This design comes from an exercise in tuning for small area and a short achievable clock period on the open sky130 flow, not from production work.
At most, simulation tests tie the RTL to the original design; equivalence was not proved.

==> inputs of run a <==
## part2
module part2 (
    clear,
    clock,
    digit,
    digit_valid,
    end_of_line,
    total,
    line_result
);
Settings: LEC_CHECK=0, ABC_AREA=1, CAP_MARGIN=20, CORE_MARGIN=2, CORE_UTILIZATION=40, SETUP_SLACK_MARGIN=2.6, SLEW_MARGIN=20; clock period 6.5 ns.
standard.sh (not shown) runs the stock make flow with config.mk's settings and CLKGATE_MAP_FILE= SYNTH_SCRIPT=/design/flow/synth_recipe.tcl, a recipe that flattens the netlist after the stock synthesis.
==> flow/flow/run.sh <==
#!/bin/bash
# The standard layout (standard.sh), with these changes:
#  - synthesis leaves adders to ABC as plain gates (ADDER_MAP_FILE empty: no
#    full or half adder cells), so ABC can restructure the arithmetic;
#  - ABC's area script maps for a delay target (flow/abc_area.script) instead
#    of the unreachable default, so it can recover area off the critical paths;
set -euo pipefail
here=$(pwd)
rm -rf "$here/synth_scripts"
cp -r "$FLOW_HOME/scripts" "$here/synth_scripts"
cp "$here/flow/abc_area.script" "$here/synth_scripts/abc_area.script"
bash standard.sh ADDER_MAP_FILE= SCRIPTS_DIR="$here/synth_scripts" synth > synth.log 2>&1
export BUFFER_PORTS_ARGS="-buffer_cell sky130_fd_sc_hd__buf_2"
bash standard.sh ADDER_MAP_FILE= "BUFFER_PORTS_ARGS=$BUFFER_PORTS_ARGS" finish > layout.log 2>&1
==> flow/flow/abc_area.script <==
strash
dch -f
map -D 2500 -A 0.9
topo
stime -c
buffer -c
upsize -c -D 2500
dnsize -c -D 2500
==> run b: changes against run a <==
--- a/flow/design.v
+++ b/flow/design.v
@@ -15,11 +15,12 @@
     output [63:0] total;
     output [47:0] line_result;
     reg [47:4] z;        
     reg [3:0] x0;        
     reg [39:0] ls;       
-    reg [5:1] lcr;       
+    reg [4:0] lg;        
+    reg [5:1] lp;        
     reg [63:0] tot;
     integer k;
     reg  [11:1] shr;     
     wire        sh0 = shr[1] | (x0 < digit);    
     wire [3:0]  y0 = sh0 ? digit : x0;
@@ -757,17 +758,17 @@
     wire b5_s509 = b5_p495 ^ b5_G502;
     wire bp510 = (c286 ^ s287) & (c288 ^ s289) & (c290 ^ r11[26]) & (r11[27] ^ 1'b0) & (r11[28] ^ 1'b0);
     wire [39:0] ys = {b5_s509, b5_s508, b5_s507, b5_s506, b5_p487, b4_s484, b4_s483, b4_s482, b4_s481, b4_s480, b4_s479, b4_p448, b3_s445, b3_s444, b3_s443, b3_s442, b3_s441, b3_s440, b3_p409, b2_s406, b2_s405, b2_s404, b2_s403, b2_s402, b2_s401, b2_p370, b1_s367, b1_s366, b1_s365, b1_s364, b1_s363, b1_s362, b1_p331, b0_s328, b0_s327, b0_s326, b0_s325, b0_s324, b0_s323, b0_p292};
     wire [4:0] yg = {b4_G477, b3_G438, b2_G399, b1_G360, b0_G321};
     wire [5:1] yp = {bp510, bp485, bp446, bp407, bp368};
-    wire [5:1] yc;    
-    assign yc[1] = b0_G321;
-    assign yc[2] = b1_G360 | (bp368 & yc[1]);
-    assign yc[3] = b2_G399 | (bp407 & yc[2]);
-    assign yc[4] = b3_G438 | (bp446 & yc[3]);
-    assign yc[5] = b4_G477 | (bp485 & yc[4]);
-    wire [5:0] lc = {lcr, 1'b0};
+    wire [5:0] lc;
+    assign lc[0] = 1'b0;
+    assign lc[1] = lg[0];
+    assign lc[2] = lg[1] | (lp[1] & lc[1]);
+    assign lc[3] = lg[2] | (lp[2] & lc[2]);
+    assign lc[4] = lg[3] | (lp[3] & lc[3]);
+    assign lc[5] = lg[4] | (lp[4] & lc[4]);
     wire [39:0] lr = {(ls[39] ^ (lc[5] & ls[35] & ls[36] & ls[37] & ls[38])), (ls[38] ^ (lc[5] & ls[35] & ls[36] & ls[37])), (ls[37] ^ (lc[5] & ls[35] & ls[36])), (ls[36] ^ (lc[5] & ls[35])), (ls[35] ^ (lc[5])), (ls[34] ^ (lc[4] & ls[28] & ls[29] & ls[30] & ls[31] & ls[32] & ls[33])), (ls[33] ^ (lc[4] & ls[28] & ls[29] & ls[30] & ls[31] & ls[32])), (ls[32] ^ (lc[4] & ls[28] & ls[29] & ls[30] & ls[31])), (ls[31] ^ (lc[4] & ls[28] & ls[29] & ls[30])), (ls[30] ^ (lc[4] & ls[28] & ls[29])), (ls[29] ^ (lc[4] & ls[28])), (ls[28] ^ (lc[4])), (ls[27] ^ (lc[3] & ls[21] & ls[22] & ls[23] & ls[24] & ls[25] & ls[26])), (ls[26] ^ (lc[3] & ls[21] & ls[22] & ls[23] & ls[24] & ls[25])), (ls[25] ^ (lc[3] & ls[21] & ls[22] & ls[23] & ls[24])), (ls[24] ^ (lc[3] & ls[21] & ls[22] & ls[23])), (ls[23] ^ (lc[3] & ls[21] & ls[22])), (ls[22] ^ (lc[3] & ls[21])), (ls[21] ^ (lc[3])), (ls[20] ^ (lc[2] & ls[14] & ls[15] & ls[16] & ls[17] & ls[18] & ls[19])), (ls[19] ^ (lc[2] & ls[14] & ls[15] & ls[16] & ls[17] & ls[18])), (ls[18] ^ (lc[2] & ls[14] & ls[15] & ls[16] & ls[17])), (ls[17] ^ (lc[2] & ls[14] & ls[15] & ls[16])), (ls[16] ^ (lc[2] & ls[14] & ls[15])), (ls[15] ^ (lc[2] & ls[14])), (ls[14] ^ (lc[2])), (ls[13] ^ (lc[1] & ls[7] & ls[8] & ls[9] & ls[10] & ls[11] & ls[12])), (ls[12] ^ (lc[1] & ls[7] & ls[8] & ls[9] & ls[10] & ls[11])), (ls[11] ^ (lc[1] & ls[7] & ls[8] & ls[9] & ls[10])), (ls[10] ^ (lc[1] & ls[7] & ls[8] & ls[9])), (ls[9] ^ (lc[1] & ls[7] & ls[8])), (ls[8] ^ (lc[1] & ls[7])), (ls[7] ^ (lc[1])), ls[6], ls[5], ls[4], ls[3], ls[2], ls[1], ls[0]};
     wire tg511 = tot[0] & lr[0];
     wire tp512 = tot[0] ^ lr[0];
     wire tg513 = tot[1] & lr[1];
     wire tp514 = tot[1] ^ lr[1];
@@ -1143,17 +1144,19 @@
         if (clear | end_of_line) begin
             z  <= 44'd0;
             x0 <= 4'd0;
             shr <= 11'd0;
             ls <= 40'd0;
-            lcr <= 0;
+            lg <= 0;
+            lp <= 0;
         end else if (digit_valid) begin
             z  <= zn;
             x0 <= y0;
             shr <= ysh;
             ls <= ys;
-            lcr <= yc;
+            lg <= yg;
+            lp <= yp;
         end
         if (clear)
             tot <= 64'd0;
         else if (end_of_line)
             tot <= tsum;
Settings changed: SETUP_SLACK_MARGIN 2.6 to 2.45.
==> run c: changes against run a <==
--- a/flow/design.v
+++ b/flow/design.v
@@ -15,16 +15,16 @@
     output [63:0] total;
     output [47:0] line_result;
     reg [47:4] z;        
     reg [3:0] x0;        
     reg [39:0] ls;       
-    reg [5:1] lcr;       
+    reg [4:0] lg;        
+    reg [5:1] lp;        
     reg [63:0] tot;
     integer k;
     reg  [11:1] shr;     
-    wire        sh0 = shr[1] | (x0 < digit);    
-    wire [3:0]  y0 = sh0 ? digit : x0;
+    wire [3:0]  y0 = (shr[1] | (x0 < digit)) ? digit : x0;
     wire [47:0] y = {z, y0};
     reg  [11:1] ysh;
     always @(*) begin
         ysh[11] = y[47:44] < y[43:40];
         for (k = 10; k >= 1; k = k - 1)
@@ -757,17 +757,17 @@
     wire b5_s509 = b5_p495 ^ b5_G502;
     wire bp510 = (c286 ^ s287) & (c288 ^ s289) & (c290 ^ r11[26]) & (r11[27] ^ 1'b0) & (r11[28] ^ 1'b0);
     wire [39:0] ys = {b5_s509, b5_s508, b5_s507, b5_s506, b5_p487, b4_s484, b4_s483, b4_s482, b4_s481, b4_s480, b4_s479, b4_p448, b3_s445, b3_s444, b3_s443, b3_s442, b3_s441, b3_s440, b3_p409, b2_s406, b2_s405, b2_s404, b2_s403, b2_s402, b2_s401, b2_p370, b1_s367, b1_s366, b1_s365, b1_s364, b1_s363, b1_s362, b1_p331, b0_s328, b0_s327, b0_s326, b0_s325, b0_s324, b0_s323, b0_p292};
     wire [4:0] yg = {b4_G477, b3_G438, b2_G399, b1_G360, b0_G321};
     wire [5:1] yp = {bp510, bp485, bp446, bp407, bp368};
-    wire [5:1] yc;    
-    assign yc[1] = b0_G321;
-    assign yc[2] = b1_G360 | (bp368 & yc[1]);
-    assign yc[3] = b2_G399 | (bp407 & yc[2]);
-    assign yc[4] = b3_G438 | (bp446 & yc[3]);
-    assign yc[5] = b4_G477 | (bp485 & yc[4]);
-    wire [5:0] lc = {lcr, 1'b0};
+    wire [5:0] lc;
+    assign lc[0] = 1'b0;
+    assign lc[1] = lg[0];
+    assign lc[2] = lg[1] | (lp[1] & lc[1]);
+    assign lc[3] = lg[2] | (lp[2] & lc[2]);
+    assign lc[4] = lg[3] | (lp[3] & lc[3]);
+    assign lc[5] = lg[4] | (lp[4] & lc[4]);
     wire [39:0] lr = {(ls[39] ^ (lc[5] & ls[35] & ls[36] & ls[37] & ls[38])), (ls[38] ^ (lc[5] & ls[35] & ls[36] & ls[37])), (ls[37] ^ (lc[5] & ls[35] & ls[36])), (ls[36] ^ (lc[5] & ls[35])), (ls[35] ^ (lc[5])), (ls[34] ^ (lc[4] & ls[28] & ls[29] & ls[30] & ls[31] & ls[32] & ls[33])), (ls[33] ^ (lc[4] & ls[28] & ls[29] & ls[30] & ls[31] & ls[32])), (ls[32] ^ (lc[4] & ls[28] & ls[29] & ls[30] & ls[31])), (ls[31] ^ (lc[4] & ls[28] & ls[29] & ls[30])), (ls[30] ^ (lc[4] & ls[28] & ls[29])), (ls[29] ^ (lc[4] & ls[28])), (ls[28] ^ (lc[4])), (ls[27] ^ (lc[3] & ls[21] & ls[22] & ls[23] & ls[24] & ls[25] & ls[26])), (ls[26] ^ (lc[3] & ls[21] & ls[22] & ls[23] & ls[24] & ls[25])), (ls[25] ^ (lc[3] & ls[21] & ls[22] & ls[23] & ls[24])), (ls[24] ^ (lc[3] & ls[21] & ls[22] & ls[23])), (ls[23] ^ (lc[3] & ls[21] & ls[22])), (ls[22] ^ (lc[3] & ls[21])), (ls[21] ^ (lc[3])), (ls[20] ^ (lc[2] & ls[14] & ls[15] & ls[16] & ls[17] & ls[18] & ls[19])), (ls[19] ^ (lc[2] & ls[14] & ls[15] & ls[16] & ls[17] & ls[18])), (ls[18] ^ (lc[2] & ls[14] & ls[15] & ls[16] & ls[17])), (ls[17] ^ (lc[2] & ls[14] & ls[15] & ls[16])), (ls[16] ^ (lc[2] & ls[14] & ls[15])), (ls[15] ^ (lc[2] & ls[14])), (ls[14] ^ (lc[2])), (ls[13] ^ (lc[1] & ls[7] & ls[8] & ls[9] & ls[10] & ls[11] & ls[12])), (ls[12] ^ (lc[1] & ls[7] & ls[8] & ls[9] & ls[10] & ls[11])), (ls[11] ^ (lc[1] & ls[7] & ls[8] & ls[9] & ls[10])), (ls[10] ^ (lc[1] & ls[7] & ls[8] & ls[9])), (ls[9] ^ (lc[1] & ls[7] & ls[8])), (ls[8] ^ (lc[1] & ls[7])), (ls[7] ^ (lc[1])), ls[6], ls[5], ls[4], ls[3], ls[2], ls[1], ls[0]};
     wire tg511 = tot[0] & lr[0];
     wire tp512 = tot[0] ^ lr[0];
     wire tg513 = tot[1] & lr[1];
     wire tp514 = tot[1] ^ lr[1];
@@ -1143,17 +1143,19 @@
         if (clear | end_of_line) begin
             z  <= 44'd0;
             x0 <= 4'd0;
             shr <= 11'd0;
             ls <= 40'd0;
-            lcr <= 0;
+            lg <= 0;
+            lp <= 0;
         end else if (digit_valid) begin
             z  <= zn;
             x0 <= y0;
             shr <= ysh;
             ls <= ys;
-            lcr <= yc;
+            lg <= yg;
+            lp <= yp;
         end
         if (clear)
             tot <= 64'd0;
         else if (end_of_line)
             tot <= tsum;
==> flow/flow/abc_area.script (replaced) <==
strash
dch -f
map -D 2500 -A 2
topo
stime -c
buffer -c
upsize -c -D 2500
dnsize -c -D 2500
==> notes.md <==
| item | run c | run a | run b |
|---|---|---|---|
| Run status | timing/DRC/antenna clean | timing/DRC/antenna clean | timing/DRC/antenna clean |
| Fraction of the yosys area taken by sequential cells | 0.184 | 0.196 | 0.201 |
| Leading area contributor after synthesis | sky130_fd_sc_hd__nand2_1 | sky130_fd_sc_hd__dfxtp_1 | sky130_fd_sc_hd__dfxtp_1 |
| XOR/XNOR Fraction of Synth Area | 0.116 | 0.117 | 0.143 |
| Final net count | 3527 | 2978 | 2902 |
| Buffers outside the clock class | 124 | 123 | 118 |
| Place WS | 2.49 ns | 2.32 ns | 2.42 ns |
| Data buffer area share | 0.0339 | 0.0369 | 0.0346 |
| Post-route design area | 19300 um2 | 17800 um2 | 17600 um2 |
| Maximum number of pins on one net before global-route repair | 65 | 95 | 93 |
| Max-Slew Margin vs Limit | 0.479 | 0.389 | 0.287 |
| Logic inverters | 491 | 364 | 352 |
| FF+latch count, synth | 162 | 158 | 162 |
| Proportion of layout cells with a drive suffix above 1 | 0.0917 | 0.108 | 0.104 |
| Met2 track utilization from global routing | 0.343 | 0.381 | 0.356 |
| Path length in cells of the critical path | 16 | 22 | 14 |
| R2R depth | 22 | 22 | 18 |
| Area of the multi-input gates | 12200 um2 | 11300 um2 | 11200 um2 |
| Setup bufs post-CTS | 3 | 0 | 0 |
| Number of detailed-routing iterations run before antenna repair | 8 | 6 | 5 |
| Fillcell total | 4870 | 4355 | 4253 |
| Drt via density | 4.35 | 4.89 | 4.77 |
Function not checked in run a and run c: the RTL went through the layout flow alone.

[what the ideal ports hide]
In the flow no input, the clock included, has a driving cell. The finished layouts below were timed again as built, in two steps. Step 1: set_driving_cell puts a clkbuf_16 on clock and a buf_2 on each other input, an assumption about the parent block. Step 2 also shifts input and output timing later by t, the mid clock arrival at the registers, as if the neighbouring blocks saw the same clock. Slacks: ideal ports / drivers / drivers and shift; pairs: ideal ports / drivers.
run | t, ns | slack for setup (ns) | worst setup path at the end | latest minus earliest clock arrival (ns) | slew at the worst register clock pin (ns)
run a | 0.502 | 2.856 / 2.856 / 2.434 | input to register | 0.014 / 0.014 | 0.08 / 0.08
run b | 0.512 | 2.717 / 2.666 / 2.433 | input to register | 0.013 / 0.013 | 0.07 / 0.07
run c | 0.534 | 2.786 / 2.729 / 2.537 | input to register | 0.017 / 0.017 | 0.08 / 0.08
After both steps setup and hold are still met in every run listed. For run a, which loses most, drivers alone change the setup slack by 0.000 ns; drivers and shift together by -0.422 ns.
